From an optimization exercise on the open Yosys and OpenROAD flow, aimed at small area, a short achievable clock period and few clock cycles; shortcuts taken in it are not production practice. At most, simulation tests tie the RTL to the original design; equivalence was not proved. For runs 2 to 5, only the layout was checked, not whether the RTL still works. Power figures rest on the tool's default switching activity, not on a simulated workload.

==> flow/design.v, too long to show whole: its modules and the start of the top module <==
// module MyDesign: 1599 lines
// module fa: 4 lines
module MyDesign (
    input  wire        dut_run,
    output reg         dut_busy,
    input  wire        reset_b,
    input  wire        clk,
    output wire        input_sram_write_enable,
    output wire [11:0] input_sram_write_addresss,
    output wire [15:0] input_sram_write_data,
    output wire [11:0] input_sram_read_address,
    input  wire [15:0] input_sram_read_data,
    output reg         output_sram_write_enable,
    output wire [11:0] output_sram_write_addresss,
    output wire [15:0] output_sram_write_data,
    output wire [11:0] output_sram_read_address,
    input  wire [15:0] output_sram_read_data,
    output wire        scratchpad_sram_write_enable,
    output wire [11:0] scratchpad_sram_write_addresss,
    output wire [15:0] scratchpad_sram_write_data,
    output wire [11:0] scratchpad_sram_read_address,
    input  wire [15:0] scratchpad_sram_read_data,
    output wire        weights_sram_write_enable,
    output wire [11:0] weights_sram_write_addresss,
    output wire [15:0] weights_sram_write_data,
    output wire [11:0] weights_sram_read_address,
    input  wire [15:0] weights_sram_read_data
);
  // ...
==> flow/flow/run.sh <==
#!/bin/bash
# Layout: the standard ORFS flow (standard.sh, unchanged synthesis),
# with repair_timing asked to keep a setup margin of 7.6 ns on the design's
# 11 ns clock, and the port buffers made as buf_2 cells.
# Each ORFS step writes its full log under orfs/logs; make's output goes to
# standard.log.
set -o pipefail
bash standard.sh SETUP_SLACK_MARGIN=7.6 "BUFFER_PORTS_ARGS=-buffer_cell sky130_fd_sc_hd__buf_2" finish > standard.log 2>&1
==> flow/standard.sh <==
#!/bin/bash
# synth_recipe.tcl (not shown) runs the flow's synth.tcl, then flattens the netlist and writes it again
# the make line also repeats each setting of config.mk as NAME=value (left out here)
make -C /OpenROAD-flow-scripts/flow DESIGN_CONFIG=/design/flow/config.mk WORK_HOME=/design/flow/orfs CLKGATE_MAP_FILE= SYNTH_SCRIPT=/design/flow/synth_recipe.tcl "${@:-finish}"
==> flow/config.mk <==
export PLATFORM = sky130hd
export DESIGN_NAME = MyDesign
export DESIGN_NICKNAME = MyDesign
export VERILOG_FILES = /design/flow/design.v
export SDC_FILE = /design/flow/constraint.sdc
export NUM_CORES = 4
export LEC_CHECK = 0
export ABC_AREA = 1
export CAP_MARGIN = 20
export CORE_MARGIN = 2
export CORE_UTILIZATION = 55
export CTS_BUF_LIST = sky130_fd_sc_hd__clkbuf_8 sky130_fd_sc_hd__clkbuf_16
export CTS_CLUSTER_DIAMETER = 80
export CTS_CLUSTER_SIZE = 30
export SLEW_MARGIN = 20
export SYNTH_HIERARCHICAL = 1
export SYNTH_MINIMUM_KEEP_SIZE = 0
==> flow/constraint.sdc <==
create_clock -name core_clock -period 11.0 [get_ports {clk}]
set_input_delay 2.2000 -clock core_clock [delete_from_list [all_inputs] [get_ports {clk}]]
set_output_delay 2.2000 -clock core_clock [all_outputs]
set_load 0.01 [all_outputs]
==> results_dict.tcl, run 1 <==
set metrics [dict create \
    outcome "finished clean" \
    hp-class "reg -> reg" \
    grt_pass1_vias 19962 \
    diodes 1 \
    cts_tree "done" \
    grt_start_max_net_pins 54 \
    path_class "reg -> reg" \
    ff2ff_setup_slack_ns 7.61 \
    synth_compound_gate_area_share 0.108 \
    fin_area_sq_mm 0.0301 \
    crit_top_cell "fa_1" \
    clockBufferDepth 3 \
    crit-reg2reg-capture "r500$_DFF_P_" \
    htreeDepth 1 \
    io_pins 232 \
    p_clk_uw 1030 \
    critPathLaunchType "register" \
    period_share 0.308 \
    clkCellAreaFrac 0.0270 \
    ant_nets 0 \
    place_ws_ns 6.85 \
    syn_area_sq_mm 0.0277 \
    seq_area_sq_mm 0.00945 \
    synth_largest_type_area_fraction 0.262 \
    crit_fanout 17 \
    wl_met3_um 6880 \
    floorplan.rows 82 \
    synth_top_family_by_area "adder cells" \
    num-nonclk-buffers 160 \
    seqPwrFrac 0.282 \
    postCtsResizedCells 57 \
    report.final.slew_viol_count 0 \
    cp-end-kind "register" \
    fp.dieArea_sq_mm 0.0522 \
    synth_area_leader_cell "dfxtp_1" \
    crit_path_end "r500$_DFF_P_" \
    cts.reportedPaths.clkPinSlew_ns 0.11 \
    skew_ns 0.0481 \
    met2_length_um 40400 \
    dpl_cell_area_sq_mm 0.0282 \
    power.internal_uw 4580 \
    met3_usage 0.0443 \
    synth-xor-area-share 0.102 \
    post-route-util 0.602 \
]
Testbench counts, summed over its fixed seeds: cycles 13,944.
==> run 2: changes to the inputs <==
--- a/flow/design.v
+++ b/flow/design.v
@@ -32,56 +32,46 @@
   assign scratchpad_sram_write_addresss = 12'b0;
   assign scratchpad_sram_write_data = 16'b0;
   assign scratchpad_sram_read_address = 12'b0;
   assign weights_sram_write_enable = 1'b0;
   assign weights_sram_write_addresss = 12'b0;
   assign weights_sram_write_data = 16'b0;
   reg busy;
   wire start = ~busy & dut_run;
+  wire runi = dut_run;
   reg       rd;
   reg [2:0] st;
   reg [4:0] q;
   reg [6:0] raddr;
   reg [2:0] waddr_w;
   wire       q_end  = (q == 5'd31);
   wire       rd_c   = rd & ~(q_end & (st == 3'd6));
   wire [4:0] q_c    = q_end ? 5'd1 : (q == 5'd1 && st != 3'd0) ? 5'd3 : q + 5'd1;
   wire [2:0] st_c   = q_end ? st + 3'd1 : st;
   wire [3:0] row_c  = st_c[0] ? ~q_c[4:1] : q_c[4:1];
   wire [2:0] col_c  = st_c + {2'b0, q_c[0]};
   always @(posedge clk) begin
-    if (~reset_b) begin
-      rd <= 1'b0;
-      st <= 3'd0;
-      q <= 5'd0;
-      raddr <= 7'd0;
-      waddr_w <= 3'd0;
-    end else if (start) begin
-      rd <= 1'b1;
+    if (~reset_b) rd <= 1'b0;
+    else rd <= start | rd_c;
+    if (start) begin
       st <= 3'd0;
       q <= 5'd1;
-      raddr <= 7'd1;
-      waddr_w <= 3'd1;
-    end else begin
-      rd <= rd_c;
-      if (rd) begin
-        st <= st_c;
-        q <= q_c;
-      end
-      raddr <= rd_c ? {row_c, col_c} : 7'd0;
-      waddr_w <= (rd && st == 3'd0 && q_c <= 5'd4) ? q_c[2:0] : 3'd0;
+    end else if (rd) begin
+      st <= st_c;
+      q <= q_c;
     end
+    raddr <= start ? 7'd1 : rd_c ? {row_c, col_c} : 7'd0;
+    waddr_w <= start ? 3'd1 : (rd && st == 3'd0 && q_c <= 5'd4) ? q_c[2:0] : 3'd0;
   end
   assign input_sram_read_address = {5'b0, raddr};
   assign weights_sram_read_address = {9'b0, waddr_w};
   reg sw;
   always @(posedge clk)
-    if (~reset_b) sw <= 1'b0;
-    else sw <= rd & (q == 5'd3) & (st != 3'd0);
+    sw <= rd & (q == 5'd3) & (st != 3'd0);
   function [11:0] booth;
     input [7:0] w;
     integer j;
     reg b2, b1, b0;
     begin
       for (j = 0; j < 4; j = j + 1) begin
         b2 = w[2*j+1]; b1 = w[2*j]; b0 = (j == 0) ? 1'b0 : w[2*j-1];
         booth[3*j]   = b1 ^ b0;
@@ -1565,38 +1555,34 @@
   reg [6:0] waddr_o;
   reg       last;
   always @(posedge clk) begin
     if (~reset_b) begin
       busy <= 1'b0;
       dut_busy <= 1'b0;
       vf <= 0;
       output_sram_write_enable <= 1'b0;
-      last <= 1'b0;
-      oa <= 7'd0;
-      odn <= 1'b0;
-      waddr_o <= 7'd0;
     end else begin
       vf <= {vf[3:0], rd & q[0] & (q[4:2] != 3'd0)};
       output_sram_write_enable <= vf[4];
-      last <= vf[4] & (oa == 7'd97);
-      busy <= (~busy & dut_run) | (busy & ~last);
-      dut_busy <= (~dut_busy & dut_run) | (dut_busy & ~last);
-      if (start) begin
-        oa <= 7'd0;
-        odn <= 1'b0;
-      end else if (vf[4]) begin
-        waddr_o <= oa;
-        if (~odn) begin
-          if (oa >= 7'd91) begin oa <= oa + 7'd1; odn <= 1'b1; end
-          else oa <= oa + 7'd7;
-        end else begin
-          if (oa <= 7'd6) begin oa <= oa + 7'd1; odn <= 1'b0; end
-          else oa <= oa - 7'd7;
-        end
+      busy <= (~busy & runi) | (busy & ~last);
+      dut_busy <= (~dut_busy & runi) | (dut_busy & ~last);
+    end
+    last <= vf[4] & (oa == 7'd97);
+    if (start) begin
+      oa <= 7'd0;
+      odn <= 1'b0;
+    end else if (vf[4]) begin
+      waddr_o <= oa;
+      if (~odn) begin
+        if (oa >= 7'd91) begin oa <= oa + 7'd1; odn <= 1'b1; end
+        else oa <= oa + 7'd7;
+      end else begin
+        if (oa <= 7'd6) begin oa <= oa + 7'd1; odn <= 1'b0; end
+        else oa <= oa - 7'd7;
       end
     end
   end
   assign output_sram_write_addresss = {5'b0, waddr_o};
 endmodule
 module fa (input wire a, input wire b, input wire c, output wire s, output wire co);
   assign s = a ^ b ^ c;
   assign co = (a & b) | (a & c) | (b & c);
==> flow/config.mk (replaced) <==
export PLATFORM = sky130hd
export DESIGN_NAME = MyDesign
export DESIGN_NICKNAME = MyDesign
export VERILOG_FILES = /design/flow/design.v
export SDC_FILE = /design/flow/constraint.sdc
export NUM_CORES = 4
export LEC_CHECK = 0
export ABC_AREA = 1
export CAP_MARGIN = 20
export CORE_MARGIN = 2
export CORE_UTILIZATION = 40
export CTS_BUF_LIST = sky130_fd_sc_hd__clkbuf_8 sky130_fd_sc_hd__clkbuf_16
export CTS_CLUSTER_DIAMETER = 80
export CTS_CLUSTER_SIZE = 30
export SLEW_MARGIN = 20
export SYNTH_HIERARCHICAL = 1
export SYNTH_MINIMUM_KEEP_SIZE = 0
==> run 2 against run 1 <==
Compared with the run above: still clean; clock skew is 0.0012 ns lower; count of clock-buffer cells in the layout is 1 higher; area after synthesis hardly changed; hold slack worse by 0.0063 ns; critical path depth is 1 lower; synthesized cell count is 1.1% lower; die area is 37% higher; sequential power is 6% higher; maximum frequency is 2.5% lower; utilization is 16 points lower.
==> results_dict.tcl, run 2 <==
set metrics [dict create \
    core-area_sq_mm 0.0686 \
    die_height_um 267 \
    grt_pass1_vias 19374 \
    clockBufferDepth 3 \
    crit-reg2reg-capture "r522$_DFF_P_" \
    grt-ovfl-total 0 \
    synth_edf_count 79 \
    vias 19951 \
    skew_ns 0.0469 \
    max_clock_freq_ghz 0.287 \
    largest_reg_flops 72 \
    final_cells 3870 \
    period_share 0.316 \
    reg2reg_from "ph[2]$_DFF_P_" \
    ff2ff_setup_slack_ns 7.52 \
    synthAdderAreaFrac 0.262 \
    fin_crit_ns 3.48 \
    ir_worst_vdd_mv 0.252 \
    final_net_count 3373 \
    dpl.hpwl_um 70600 \
    final_common_cell "nand2_1" \
    worst_pin_slew_ns 1.11 \
    ant_nets 0 \
    floorplan.rows 96 \
    cts.reportedPaths.clkPinSlew_ns 0.10 \
    grtUsageTotal 0.243 \
    grt_pass1_wl_um 125000 \
    synthDistinctLibCells 43 \
    synthesis.instances 2818 \
    setup_ws_ns 7.52 \
    path_buf_inv 0 \
    multi_input_area_sq_mm 0.0165 \
    syn_area_sq_mm 0.0277 \
    yosysWarnings 7 \
    syn_to_final_growth_pct 9.40 \
    clkLatencyLatePin_ns 0.62 \
    crit_arrival_ns 3.95 \
    critPathLaunchType "register" \
    hp-start "wd_lo[2]$_SDFF_PN0_" \
    p_total_uw 9280 \
    gp_congestion 1.01 \
    cts_tree "done" \
    crit_chain "mux2i_2 > o22ai_1 > xor2_1 > fa_1 > fa_1 > fa_1" \
    crit_required_ns 11.47 \
    swShare 0.449 \
    crit_fanout 10 \
    outcome "finished clean" \
    drt-initial-drc-count 2044 \
    crit_top_cell "fa_1" \
    nFillCells 6643 \
    met2_usage 0.376 \
    grtUsageMet1 0.326 \
    worst_hold_slack_ns 0.350 \
    io_pins 232 \
    synth.avg_cell_area_sq_um 9.84 \
    cp-end-kind "register" \
    report.final.slew_viol_count 0 \
    slew_headroom 0.256 \
    cellLeakagePower_uw 0.0133 \
    reg2regPathDepth 6 \
    yosysMostFrequentCell "nand2_1" \
    power.internal_uw 5110 \
    clock-sinks 435 \
    cpMaxStageDelayCell "mux2i_2" \
    synthArstFlopShare 0 \
    route.detailed.wl_per_inst_um 22.2 \
    synthMuxAreaShare 0.00763 \
    yosys_most_used_dff "dfxtp_1" \
    tns_ns 0 \
    first_pass_iters 5 \
    power_frac_comb 0.619 \
    p_clk_frac 0.120 \
    antenna_found_initial 2 \
    initial_utilization 0.404 \
    drive_above_1_share 0.104 \
    path_class "reg -> reg" \
    busiest_layer "met2" \
    rsz0062_at_grt "yes" \
    cts-root-buf "clkbuf_16" \
    viasPerCell 5.16 \
    synth-xor-area-share 0.102 \
    fp.dieArea_sq_mm 0.0714 \
    hold_end "wd_hi[2]$_DFF_P_" \
    place_inst 3762 \
    grt_start_max_net_pins 83 \
    cpPeakStageDelay_ns 0.65 \
    hold_viol 0 \
    synth_area_leader_cell "dfxtp_1" \
    die_w_um 267 \
    maxCapViolations 0 \
    met3_usage 0.0379 \
    hp-class "reg -> reg" \
    ys_top_cells_by_area "dfxtp_1, fa_1, xor2_1" \
    finalSetupViolations 0 \
    power_switching_uw 4170 \
    place_ws_ns 7.02 \
    seq_area_sq_mm 0.00952 \
    power.density_mw_per_mm2 306 \
    synth_compound_gate_area_share 0.108 \
    port_buffers 67 \
    htreeDepth 1 \
    hold_depth 0 \
    top_register "kr" \
    crit_cells 6 \
    final_cell_mix "nand2_1, dfxtp_1, fa_1" \
    synth_top_family_by_area "adder cells" \
    wl_um 86100 \
    post_synth_and_or_nand_nor_area_fraction 0.0881 \
    drc 0 \
    yosysSeqAreaShare 0.343 \
    synth_largest_type_area_fraction 0.257 \
    crit_family "adder cells" \
    diodes 0 \
    seqPwrFrac 0.261 \
    synthTopCellsByCount "nand2_1, dfxtp_1, fa_1" \
    synth_seq_cells 435 \
    cts_buffers 25 \
]
## run 2: changes by cell type after synthesis, moves of 4 or more
| cell | delta |
|---|---|
| nand2_1 | -13 |
| clkbuf_1 | -4 |
| edfxtp_1 | +7 |
| dfxtp_1 | -7 |
| nor2_1 | -12 |
## run 2: how the worst max path moves through the flow
stage / start / slack (ns) / endpoint
global route: ph[2]$_DFF_P_ / 7.51 / r522$_DFF_P_
finish: ph[2]$_DFF_P_ / 7.52 / r522$_DFF_P_
detailed placement: dut_run / 7.02 / oa[2]$_SDFFE_PP0P_
global placement: dut_run / 6.98 / oa[2]$_SDFFE_PP0P_
floorplan: dut_run / 7.85 / oa[3]$_SDFFE_PP0P_
CTS: kr[7]$_DFFE_PP_ / 7.59 / r544$_DFF_P_
## run 2: Yosys stat by module (local to each module, per instance)
module	flip-flops and latches	times used
MyDesign	435	1
fa	0	324
## run 2: cell type report
cell class | count | area share
Timing Repair Buffer | 149 | 0.0335
Inverter | 311 | 0.0389
Sequential cell | 435 | 0.314
Clock inverter | 19 | 0.00970
Tap cell | 931 | 0.0384
Clock buffer | 26 | 0.0211
Timing Repair inverter | 1 | 0.000248
Multi-Input combinational cell | 1998 | 0.544
## run 2: worst reg2reg max path, stage by stage (launching register included)
cell     delay (ns)
dfxtp_4        0.50
mux2i_2        0.65
o22ai_1        0.22
xor2_1         0.45
fa_1           0.50
fa_1           0.50
fa_1           0.50
## run 2: power by group through the flow
| stage | clock, uW | combinational, uW | sequential, uW |
|---|---|---|---|
| 6_report | 1110 | 5750 | 2430 |
| 5_1_grt | 1190 | 6580 | 2480 |
| 4_1_cts | 1140 | 5830 | 2430 |
| 3_5_place_dp | 0 | 5780 | 2480 |
| 3_3_place_gp | 0 | 5680 | 2460 |
| 2_1_floorplan | 0 | 3750 | 2400 |
## run 2: logic make-up (layout without fill, tap and decap cells)
family	count (synthesis)	in the layout
multiplexers	21	21
AO/OA/AOI/OAI	531	531
AND/OR/NAND/NOR	606	606
other	1	132
flip-flops	435	435
adder cells (fa/ha/maj)	385	385
buffers and inverters	516	506
XOR/XNOR	323	323
## run 2: repair_timing
action,CTS,global route
setup endpoints to repair,83,46
cloned,0,1
hold buffers,0,0
resized for setup,48,53
pin swaps,0,6
buffers inserted,48,14
## run 2: layer usage
metal  vias up  part of all wire  wire (um)
met5         -                 0          0
met4         0             0.066       5710
met3       198             0.082       7090
met2       923              0.44      37600
met1      9740              0.41      35600
li1       9090                 -          -
## run 2: metrics by stage
stage / util / cell area (sq um)
global route: 0.442 / 30300
detailed placement: 0.416 / 28600
finish: 0.442 / 30300
floorplan: - / 28200
CTS: 0.438 / 30100
global placement: 0.416 / 28600
==> run 3: changes to the inputs <==
--- a/flow/config.mk
+++ b/flow/config.mk
@@ -9,5 +9,5 @@
 export CAP_MARGIN = 20
 export CORE_MARGIN = 2
-export CORE_UTILIZATION = 40
+export CORE_UTILIZATION = 55
 export CTS_BUF_LIST = sky130_fd_sc_hd__clkbuf_8 sky130_fd_sc_hd__clkbuf_16
 export CTS_CLUSTER_DIAMETER = 80
==> run 3 against run 2 <==
Compared with the run above: count of clock-buffer cells in the layout increased by 1; setup slack improved by 0.058 ns; non-clock buffer count increased by 1; first-iteration DRC count increased by 0.20%; still clean; sequential power about the same; utilization increased by 16 points; largest power group unchanged; die area decreased by 27%; largest cell class unchanged; area after synthesis unchanged.
==> results_dict.tcl, run 3 <==
set metrics [dict create \
    outcome "finished clean" \
    maxCapViolations 0 \
    wl_um 91400 \
    viasPerCell 5.68 \
    cts_tree "done" \
    clkLatencyLatePin_ns 0.62 \
    rsz0062_at_grt "yes" \
    io_pins 232 \
    p_total_uw 9540 \
    syn_area_sq_mm 0.0277 \
    fin_crit_ns 3.42 \
    multi_input_area_sq_mm 0.0166 \
    die_height_um 229 \
    dpl.hpwl_um 74300 \
    ys_top_cells_by_area "dfxtp_1, fa_1, xor2_1" \
    grt_pass1_vias 20140 \
    critPathLaunchType "register" \
    synth_largest_type_area_fraction 0.257 \
    grt-ovfl-total 0 \
    synthArstFlopShare 0 \
    reg2regPathDepth 6 \
    period_share 0.311 \
    gp_congestion 0.989 \
    cellLeakagePower_uw 0.0134 \
    worst_pin_slew_ns 1.13 \
    synth_edf_count 79 \
    hold_viol 0 \
    finalSetupViolations 0 \
    port_buffers 67 \
    path_class "reg -> reg" \
    worst_hold_slack_ns 0.351 \
    crit_arrival_ns 3.90 \
    hp-class "reg -> reg" \
    die_w_um 229 \
    max_clock_freq_ghz 0.292 \
    report.final.slew_viol_count 0 \
    first_pass_iters 6 \
    hp-start "wd_lo[6]$_SDFF_PN0_" \
    antenna_found_initial 0 \
    hold_end "wd_hi[6]$_DFF_P_" \
    seq_area_sq_mm 0.00952 \
    top_register "kr" \
    clock-sinks 435 \
    ff2ff_setup_slack_ns 7.58 \
    drt-initial-drc-count 2048 \
    synthDistinctLibCells 43 \
    hold_buffers 0 \
    yosysSeqAreaShare 0.343 \
    final_cell_mix "nand2_1, dfxtp_1, fa_1" \
    vias 20524 \
    final_cells 3616 \
    core-area_sq_mm 0.0500 \
    yosysWarnings 7 \
    synth_seq_cells 435 \
    final_common_cell "nand2_1" \
    ir_worst_vdd_mv 0.314 \
    ant_nets 0 \
    hold_depth 0 \
    synthTopCellsByCount "nand2_1, dfxtp_1, fa_1" \
    yosysMostFrequentCell "nand2_1" \
    crit_required_ns 11.48 \
    syn_to_final_growth_pct 9.01 \
    slew_headroom 0.237 \
    cp-end-kind "register" \
    nFillCells 4264 \
    synthesis.instances 2818 \
    crit_fanout 17 \
    htreeDepth 1 \
    final_net_count 3374 \
    route.detailed.wl_per_inst_um 25.3 \
    cts-root-buf "clkbuf_16" \
    fp.dieArea_sq_mm 0.0522 \
    synth_area_leader_cell "dfxtp_1" \
    crit-reg2reg-capture "r521$_DFF_P_" \
    skew_ns 0.0366 \
    place_inst 3500 \
    grt_start_max_net_pins 78 \
    initial_utilization 0.555 \
    cts_buffers 26 \
    dpl_cell_area_sq_mm 0.0282 \
    floorplan.rows 82 \
    cts.reportedPaths.clkPinSlew_ns 0.11 \
    grtUsageTotal 0.348 \
    reg2reg_from "ph[8]$_DFF_P_" \
    power.density_mw_per_mm2 316 \
    tns_ns 0 \
    grt_pass1_wl_um 132000 \
    drive_above_1_share 0.110 \
    drc 0 \
    fin_area_sq_mm 0.0302 \
    yosys_most_used_dff "dfxtp_1" \
    clockBufferDepth 3 \
    synth.avg_cell_area_sq_um 9.84 \
    largest_reg_flops 72 \
]
-- run 3: cell counts after synthesis --
No cell type changed its count.
-- run 3: area by class of cell --
type                       count  share of cell area
antenna                        2            0.000166
clock buffer                  27              0.0224
clock inverter                21              0.0120
inverter                     311              0.0389
multi-input combinational   1998               0.549
sequential                   435               0.315
tap                          672              0.0278
timing repair buffer         150              0.0344
-- run 3: what timing repair did --
action / 4_1_cts / 5_1_grt
setup buffers: 53 / 13
resized for setup: 57 / 66
pin swaps: 0 / 6
setup endpoints to repair: 86 / 34
-- run 3: Yosys stat by module, one instance, submodules excluded --
module,cell area [sq um],times used,flops+latches,cells inside
MyDesign,21200,1,435,2494
fa,20.0,324,0,1
-- run 3: metrics by stage --
step	worst slack (ns)	util
CTS	7.56	0.599
global placement	6.92	0.564
finish	7.58	0.605
global route	7.56	0.605
floorplan	7.85	-
detailed placement	6.95	0.564
-- run 3: logic make-up (layout without fill, tap and decap cells) --
family	Yosys count	in the layout	share of synthesized area
AOI/OAI and AO/OA	531	531	0.108
xor gates and xnor gates	323	323	0.102
adders and majority gates	385	385	0.262
buffers and inverters	516	509	0.0901
DFF	435	435	0.343
muxes	21	21	0.00763
other	1	134	0.000135
and+or+nand+nor	606	606	0.0881
-- run 3: worst max-delay path by stage --
| stage | cells past startpoint | to | start |
|---|---|---|---|
| after floorplan | 6 | oa[3]$_SDFFE_PP0P_ | dut_run |
| after global placement | 7 | r500$_DFF_P_ | ph[4]$_DFF_P_ |
| after detailed placement | 7 | r500$_DFF_P_ | ph[4]$_DFF_P_ |
| after CTS | 6 | r500$_DFF_P_ | ph[8]$_DFF_P_ |
| after global routing | 10 | r500$_DFF_P_ | kr[67]$_DFFE_PP_ |
| final | 6 | r521$_DFF_P_ | ph[8]$_DFF_P_ |
-- run 3: critical path, cell delays in order, from the launching register on --
cell and delay, ns:
dfxtp_2 0.48, o21ai_1 0.76, o22ai_1 0.22, xor2_1 0.21
fa_1 0.53, fa_1 0.61, fa_1 0.47
-- run 3: per-layer routing --
metal,share of wire,track usage,vias up
li1,-,-,9077
met1,0.38,0.449,10175
met2,0.47,0.571,1071
met3,0.088,0.0609,201
met4,0.063,0.168,0
met5,0,0,-
-- run 3: report_power, final --
group / leakage (uW) / internal, uW / switching, uW
sequential: 0.00371 / 2190 / 244
clock: 0.000492 / 532 / 672
combinational: 0.00919 / 2460 / 3440
==> run 4: changes to the inputs <==
--- a/flow/config.mk
+++ b/flow/config.mk
@@ -9,5 +9,5 @@
 export CAP_MARGIN = 20
 export CORE_MARGIN = 2
-export CORE_UTILIZATION = 55
+export CORE_UTILIZATION = 65
 export CTS_BUF_LIST = sky130_fd_sc_hd__clkbuf_8 sky130_fd_sc_hd__clkbuf_16
 export CTS_CLUSTER_DIAMETER = 80
==> run 4 against run 3 <==
Compared with the run above: clock skew is 0.0070 ns lower; critical path depth is 1 higher; final area is 1.5% lower; wire length is 2.9% lower; synthesized cell count stayed put; first-iteration DRC count is 36% higher; utilization is 10 points higher.
==> results_dict.tcl, run 4 <==
set metrics [dict create \
    final_cell_mix "nand2_1, dfxtp_1, fa_1" \
    hold_depth 0 \
    core-area_sq_mm 0.0420 \
    die_height_um 211 \
    synthesis.instances 2818 \
    grt_pass1_vias 20643 \
    antenna_found_initial 4 \
    synth_largest_type_area_fraction 0.257 \
    vias 20895 \
    place_inst 3364 \
    yosysMostFrequentCell "nand2_1" \
    syn_to_final_growth_pct 7.43 \
    top_register "kr" \
    tns_ns 0 \
    grt-ovfl-total 0 \
    outcome "finished clean" \
    cp-end-kind "register" \
    synth_seq_cells 435 \
    hold_end "wd_hi[2]$_DFF_P_" \
    cts_buffers 25 \
    die_w_um 211 \
    final_cells 3469 \
    drt-initial-drc-count 2786 \
    port_buffers 67 \
    htreeDepth 1 \
    finalSetupViolations 0 \
    dpl.hpwl_um 71200 \
    initial_utilization 0.659 \
    crit_required_ns 11.46 \
    hp-class "reg -> reg" \
    hp-start "wd_lo[2]$_SDFF_PN0_" \
    viasPerCell 6.02 \
    synth_area_leader_cell "dfxtp_1" \
    worst_pin_slew_ns 1.11 \
    drive_above_1_share 0.101 \
    max_clock_freq_ghz 0.293 \
    crit_arrival_ns 3.87 \
    grt_start_max_net_pins 82 \
    path_class "reg -> reg" \
    ant_nets 0 \
    ff2ff_setup_slack_ns 7.59 \
    final_net_count 3365 \
    critPathLaunchType "register" \
    gp_congestion 1.03 \
    drc 0 \
    slew_headroom 0.258 \
    period_share 0.310 \
    power.density_mw_per_mm2 327 \
    hold_viol 0 \
    nFillCells 3152 \
    yosys_most_used_dff "dfxtp_1" \
    cts.reportedPaths.clkPinSlew_ns 0.11 \
    synthTopCellsByCount "nand2_1, dfxtp_1, fa_1" \
    synth_edf_count 79 \
    synthArstFlopShare 0 \
    reg2reg_from "kr[3]$_DFFE_PP_" \
    ys_top_cells_by_area "dfxtp_1, fa_1, xor2_1" \
    clkLatencyLatePin_ns 0.59 \
    fp.dieArea_sq_mm 0.0443 \
    cts_tree "done" \
    final_common_cell "nand2_1" \
    io_pins 232 \
    yosysSeqAreaShare 0.343 \
    synth.avg_cell_area_sq_um 9.84 \
    crit_fanout 7 \
    first_pass_iters 7 \
    critPathLaunch "kr[3]$_DFFE_PP_" \
    grt_pass1_wl_um 129000 \
    maxCapViolations 0 \
    report.final.slew_viol_count 0 \
    ir_worst_vdd_mv 0.371 \
    largest_reg_flops 72 \
    floorplan.rows 75 \
    syn_area_sq_mm 0.0277 \
    synthDistinctLibCells 43 \
    wl_um 88700 \
    cts-root-buf "clkbuf_16" \
    cellLeakagePower_uw 0.0133 \
    skew_ns 0.0295 \
    clockBufferDepth 3 \
    yosysWarnings 7 \
    post-route-util 0.708 \
    route.detailed.wl_per_inst_um 25.6 \
    fin_crit_ns 3.41 \
    clock-sinks 435 \
    rsz0062_at_grt "yes" \
    crit-reg2reg-capture "r511$_DFF_P_" \
    reg2regPathDepth 7 \
    grtUsageTotal 0.406 \
]
run 4: repair_timing:
| item | 4_1_cts | 5_1_grt |
|---|---|---|
| cloned | 1 | 0 |
| endpoints found under the setup margin | 91 | 73 |
| resized for setup | 48 | 51 |
| buffers inserted | 40 | 20 |
| hold buffers | 0 | 0 |
run 4: final cells by class:
class	instances	area [sq um]	area share
multi-input cells	1998	16500	0.555
flip-flops and latches	435	9520	0.320
inverters	311	1170	0.0395
repair buffers	141	936	0.0314
well taps	539	674	0.0226
clock buffers	26	651	0.0218
clock inverters	17	288	0.00966
repair inverters	1	7.51	0.000252
diodes	1	2.50	0.0000840
run 4: cells by family after synthesis:
family | Yosys count | synth area share
compound gates | 531 | 0.108
xor+xnor | 323 | 0.102
fa+ha+maj | 385 | 0.262
buf+inv | 516 | 0.0901
flops | 435 | 0.343
mux | 21 | 0.00763
other cells | 1 | 0.000135
simple gates | 606 | 0.0881
run 4: how the worst max path moves through the flow:
stage | slack (ns) | end | cells after the start
finish | 7.59 | r511$_DFF_P_ | 7
global route | 7.59 | r500$_DFF_P_ | 8
CTS | 7.56 | rd$_SDFF_PN0_ | 5
detailed placement | 6.84 | oa[2]$_SDFFE_PP0P_ | 5
global placement | 6.93 | oa[2]$_SDFFE_PP0P_ | 5
floorplan | 7.85 | oa[3]$_SDFFE_PP0P_ | 6
run 4: critical path, cell delays in order (launching register included):
cell      delay [ns]
edfxtp_1        0.54
inv_1           0.21
o21ai_1         0.51
o22ai_1         0.16
xor2_1          0.23
fa_1            0.52
fa_2            0.66
fa_1            0.43
run 4: modules after synthesis, one instance, submodules excluded:
module / flip-flops and latches / cells inside / copies in the design / cell area (sq um)
fa: 0 / 1 / 324 / 20.0
MyDesign: 435 / 2494 / 1 / 21200
run 4: where the power goes:
group | switching [uW] | total, uW | internal (uW)
clock | 628 | 1130 | 503
sequential | 251 | 2450 | 2200
combinational | 3610 | 6150 | 2540
run 4: through the flow:
stage | cell area (sq um) | hold WS (ns) | worst slack (ns) | total power [uW]
3_5_place_dp | 28000 | 0.332 | 6.84 | 8400
3_3_place_gp | 28000 | 0.335 | 6.93 | 8120
2_1_floorplan | 28200 | 0.330 | 7.85 | 6150
4_1_cts | 29400 | 0.355 | 7.56 | 9580
5_1_grt | 29800 | 0.361 | 7.59 | 10500
6_report | 29800 | 0.354 | 7.59 | 9730
run 4: per-layer routing:
metal  vias up  part of all wire  track usage
li1       9060                 -            -
met3       303              0.11       0.0940
met5         -           0.00016            0
met2      1296              0.46        0.648
met1     10234              0.35        0.492
met4         2             0.087        0.278
==> run 5: changes to the inputs <==
==> flow/flow/run.sh (replaced) <==
#!/bin/bash
# Layout: the standard ORFS flow (standard.sh, unchanged synthesis),
# with repair_timing asked to keep a setup margin of 7.9 ns on the design's
# 11 ns clock, and the port buffers made as buf_2 cells.
# Each ORFS step writes its full log under orfs/logs; make's output goes to
# standard.log.
set -o pipefail
bash standard.sh SETUP_SLACK_MARGIN=7.9 "BUFFER_PORTS_ARGS=-buffer_cell sky130_fd_sc_hd__buf_2" finish > standard.log 2>&1
--- a/flow/config.mk
+++ b/flow/config.mk
@@ -9,5 +9,5 @@
 export CAP_MARGIN = 20
 export CORE_MARGIN = 2
-export CORE_UTILIZATION = 65
+export CORE_UTILIZATION = 40
 export CTS_BUF_LIST = sky130_fd_sc_hd__clkbuf_8 sky130_fd_sc_hd__clkbuf_16
 export CTS_CLUSTER_DIAMETER = 80
==> run 5 against run 4 <==
Compared with the run above: register-to-register slack improved by 0.20 ns; sequential power barely moved; hold slack better by 0.0046 ns; setup slack better by 0.090 ns; non-clock buffer count is 128 higher; cell count up 15%.
==> results_dict.tcl, run 5 <==
set metrics [dict create \
    cts.reportedPaths.clkPinSlew_ns 0.10 \
    grt_pass1_wl_um 128000 \
    hold_buffers 0 \
    path_buf_inv 1 \
    outcome "finished clean" \
    vias 20686 \
    fin_crit_ns 3.32 \
    route.detailed.wl_per_inst_um 22.6 \
    viasPerCell 5.18 \
    synth_top_family_by_area "adder cells" \
    skew_ns 0.0278 \
    die_height_um 267 \
    path_class "reg -> out" \
    synthAdderAreaFrac 0.262 \
    synthesis.instances 2818 \
    synth-xor-area-share 0.102 \
    finalSetupViolations 0 \
    core-area_sq_mm 0.0686 \
    final_net_count 3492 \
    die_w_um 267 \
    yosysSeqAreaShare 0.343 \
    yosysMostFrequentCell "nand2_1" \
    final_common_cell "nand2_1" \
    synthDistinctLibCells 43 \
    dpl_cell_area_sq_mm 0.0285 \
    clockBufferDepth 3 \
    worst_pin_slew_ns 0.991 \
    crit_required_ns 8.80 \
    place_inst 3757 \
    post-route-util 0.482 \
    yosysWarnings 7 \
    ys_top_cells_by_area "dfxtp_1, fa_1, xor2_1" \
    tns_ns 0 \
    cts_tree "done" \
    grt-ovfl-total 0 \
    p_total_uw 9650 \
    syn_area_sq_mm 0.0277 \
    synthTopCellsByCount "nand2_1, dfxtp_1, fa_1" \
    cp-end-kind "output pin" \
    p_clk_frac 0.116 \
    synth_compound_gate_area_share 0.108 \
    crit_family "flip-flops" \
    hp-class "reg -> reg" \
    antenna_found_initial 3 \
    power.density_mw_per_mm2 292 \
    clock-sinks 435 \
    synth_edf_count 79 \
    synth_area_leader_cell "dfxtp_1" \
    port_buffers 67 \
    wl_um 90000 \
    cpMaxStageDelayCell "edfxtp_1" \
    floorplan.rows 96 \
    grtUsageTotal 0.248 \
    htreeDepth 1 \
    clkLatencyLatePin_ns 0.61 \
    fin_area_sq_mm 0.0331 \
    cts_buffers 24 \
    synth_seq_cells 435 \
    gp_congestion 1.00 \
    ant_nets 0 \
    top_register "kr" \
    grt_pass1_vias 19618 \
    synthArstFlopShare 0 \
    power.internal_uw 5340 \
    syn_to_final_growth_pct 19.3 \
    synthMuxAreaShare 0.00763 \
    synth_largest_type_area_fraction 0.257 \
    crit_fanout 1 \
    drc 0 \
    synth.avg_cell_area_sq_um 9.84 \
    dpl.hpwl_um 70800 \
    largest_reg_flops 72 \
    cts-root-buf "clkbuf_16" \
    initial_utilization 0.404 \
    crit_arrival_ns 1.12 \
    final_cell_mix "nand2_1, dfxtp_1, xor2_1" \
    drive_above_1_share 0.225 \
    cpPeakStageDelay_ns 0.38 \
    io_pins 232 \
    first_pass_iters 6 \
    drt-initial-drc-count 2081 \
    power_frac_comb 0.632 \
    max_clock_freq_ghz 0.301 \
    post_synth_and_or_nand_nor_area_fraction 0.0881 \
    yosys_most_used_dff "dfxtp_1" \
    grt_start_max_net_pins 84 \
    critPathLaunchType "register" \
    period_share 0.302 \
    final_cells 3990 \
    fp.dieArea_sq_mm 0.0714 \
    power_switching_uw 4320 \
    swShare 0.447 \
    rsz0062_at_grt "yes" \
    hold_viol 0 \
    crit_chain "buf_2" \
    slew_headroom 0.340 \
    cellLeakagePower_uw 0.0143 \
    maxCapViolations 0 \
    ir_worst_vdd_mv 0.297 \
    report.final.slew_viol_count 0 \
    seqPwrFrac 0.252 \
]
## run 5: cell count changes in the layout (fill, tap and decap cells not counted), moves of 26 or more
cell / before / now
buf_4: 69 / 164
fa_1: 322 / 285
fa_2: 3 / 40
inv_1: 302 / 250
inv_2: 5 / 49
nor2_1: 120 / 82
o21ai_0: 198 / 168
o21ai_4: 0 / 32
o22ai_1: 225 / 165
o22ai_2: 0 / 48
xor2_1: 315 / 288
xor2_2: 1 / 27
## run 5: worst reg2reg max path, stage by stage (launching register included)
cell and delay, ns:
edfxtp_1 0.47, buf_6 0.16, buf_6 0.11, clkinvlp_4 0.14, nand2_2 0.09, o21ai_4 0.07, buf_4 0.14, o22ai_2 0.08
xor2_2 0.18, fa_2 0.57, inv_2 0.08, fa_2 0.55, fa_2 0.44
## run 5: cell families after synthesis
| group | Yosys count |
|---|---|
| other | 1 |
| and+or+nand+nor | 606 |
| AOI/OAI and AO/OA | 531 |
| xor gates and xnor gates | 323 |
| muxes | 21 |
| buffers and inverters | 516 |
| adders and majority gates | 385 |
| DFF | 435 |
## run 5: path summary, 6_finish.rpt
| kind | startpoint | to | slack, ns | cells past startpoint |
|---|---|---|---|---|
| worst max register to register | kr[5]$_DFFE_PP_ | r553$_DFF_P_ | 7.79 | 12 |
| worst min-delay path | wd_lo[5]$_SDFF_PN0_ | wd_hi[5]$_DFF_P_ | 0.36 | 0 |
| worst max-delay path | waddr_o[2]$_DFFE_PP_ | output_sram_write_addresss[2] | 7.68 | 1 |
| worst min register to register | wd_lo[5]$_SDFF_PN0_ | wd_hi[5]$_DFF_P_ | 0.36 | 0 |
## run 5: cell type report
cell class,instances,area [sq um]
well taps,931,1160
fillers,6390,35500
clock buffers,26,651
multi-input cells,1998,18000
diodes,1,2.50
flip-flops and latches,435,9550
clock inverters,18,249
repair inverters,1,5.00
repair buffers,269,2300
inverters,311,1200
## run 5: Yosys stat by module, one instance, submodules excluded
| module | flip-flops and latches | cells inside | times used |
|---|---|---|---|
| fa | 0 | 1 | 324 |
| MyDesign | 435 | 2494 | 1 |
## run 5: layer usage
layer / track usage / routed length, um
met1: 0.334 / 36000
met2: 0.383 / 39500
met3: 0.0401 / 7990
met4: 0.132 / 6520
met5: 0 / 0
## run 5: timing repair
action	in CTS	in global routing
buffers inserted	91	95
cloned	1	1
gates resized for setup	234	279
pin swaps	43	145
setup endpoints to repair	128	98
## run 5: per-stage QoR
stage	hold WS, ns	setup WS, ns
floorplan	0.330	7.95
global placement	0.332	7.07
detailed placement	0.334	7.07
CTS	0.358	7.64
global route	0.363	7.64
finish	0.359	7.68
## run 5: power groups by stage
stage,clock (uW),sequential (uW),combinational [uW]
after floorplan,0,2400,3750
after global placement,0,2470,5650
after detailed placement,0,2470,5870
after CTS,1150,2440,6020
after global routing,1190,2490,6920
final,1120,2440,6100

static timing again, ports no longer ideal:
How much do the figures lean on ideal ports? The routed layouts below were timed once more, with nothing changed but the port constraints.
Step 1, drivers: a clkbuf_16 drives clk and a buf_2 each remaining input, both assumed.
Step 2, shift: input delay + t, output delay - t, t = (earliest + latest rising clock arrival at the registers) / 2. This alone moves slack from input paths to output paths.
Three values: ideal, step 1, step 2; two values: the first two.
| run | t, ns | setup WS [ns] | worst hold slack (ns) | worst slew at a driven data input, ns | pins driven straight from the clock port |
|---|---|---|---|---|---|
| run 1 | 0.652 | 7.607 / 7.607 / 7.147 | 0.356 / 0.356 / 0.356 | 0.03 | 1 |
| run 2 | 0.667 | 7.519 / 7.519 / 7.285 | 0.350 / 0.350 / 0.350 | 0.05 | 1 |
| run 3 | 0.661 | 7.578 / 7.578 / 7.282 | 0.351 / 0.351 / 0.351 | 0.05 | 1 |
| run 4 | 0.639 | 7.589 / 7.589 / 7.175 | 0.354 / 0.354 / 0.354 | 0.05 | 1 |
| run 5 | 0.659 | 7.679 / 7.615 / 7.443 | 0.359 / 0.359 / 0.359 | 0.05 | 1 |
After both steps every run listed still meets setup and hold. The setup slack of run 1, which loses most, moves by 0.000 ns with the drivers and by -0.460 ns with both steps.
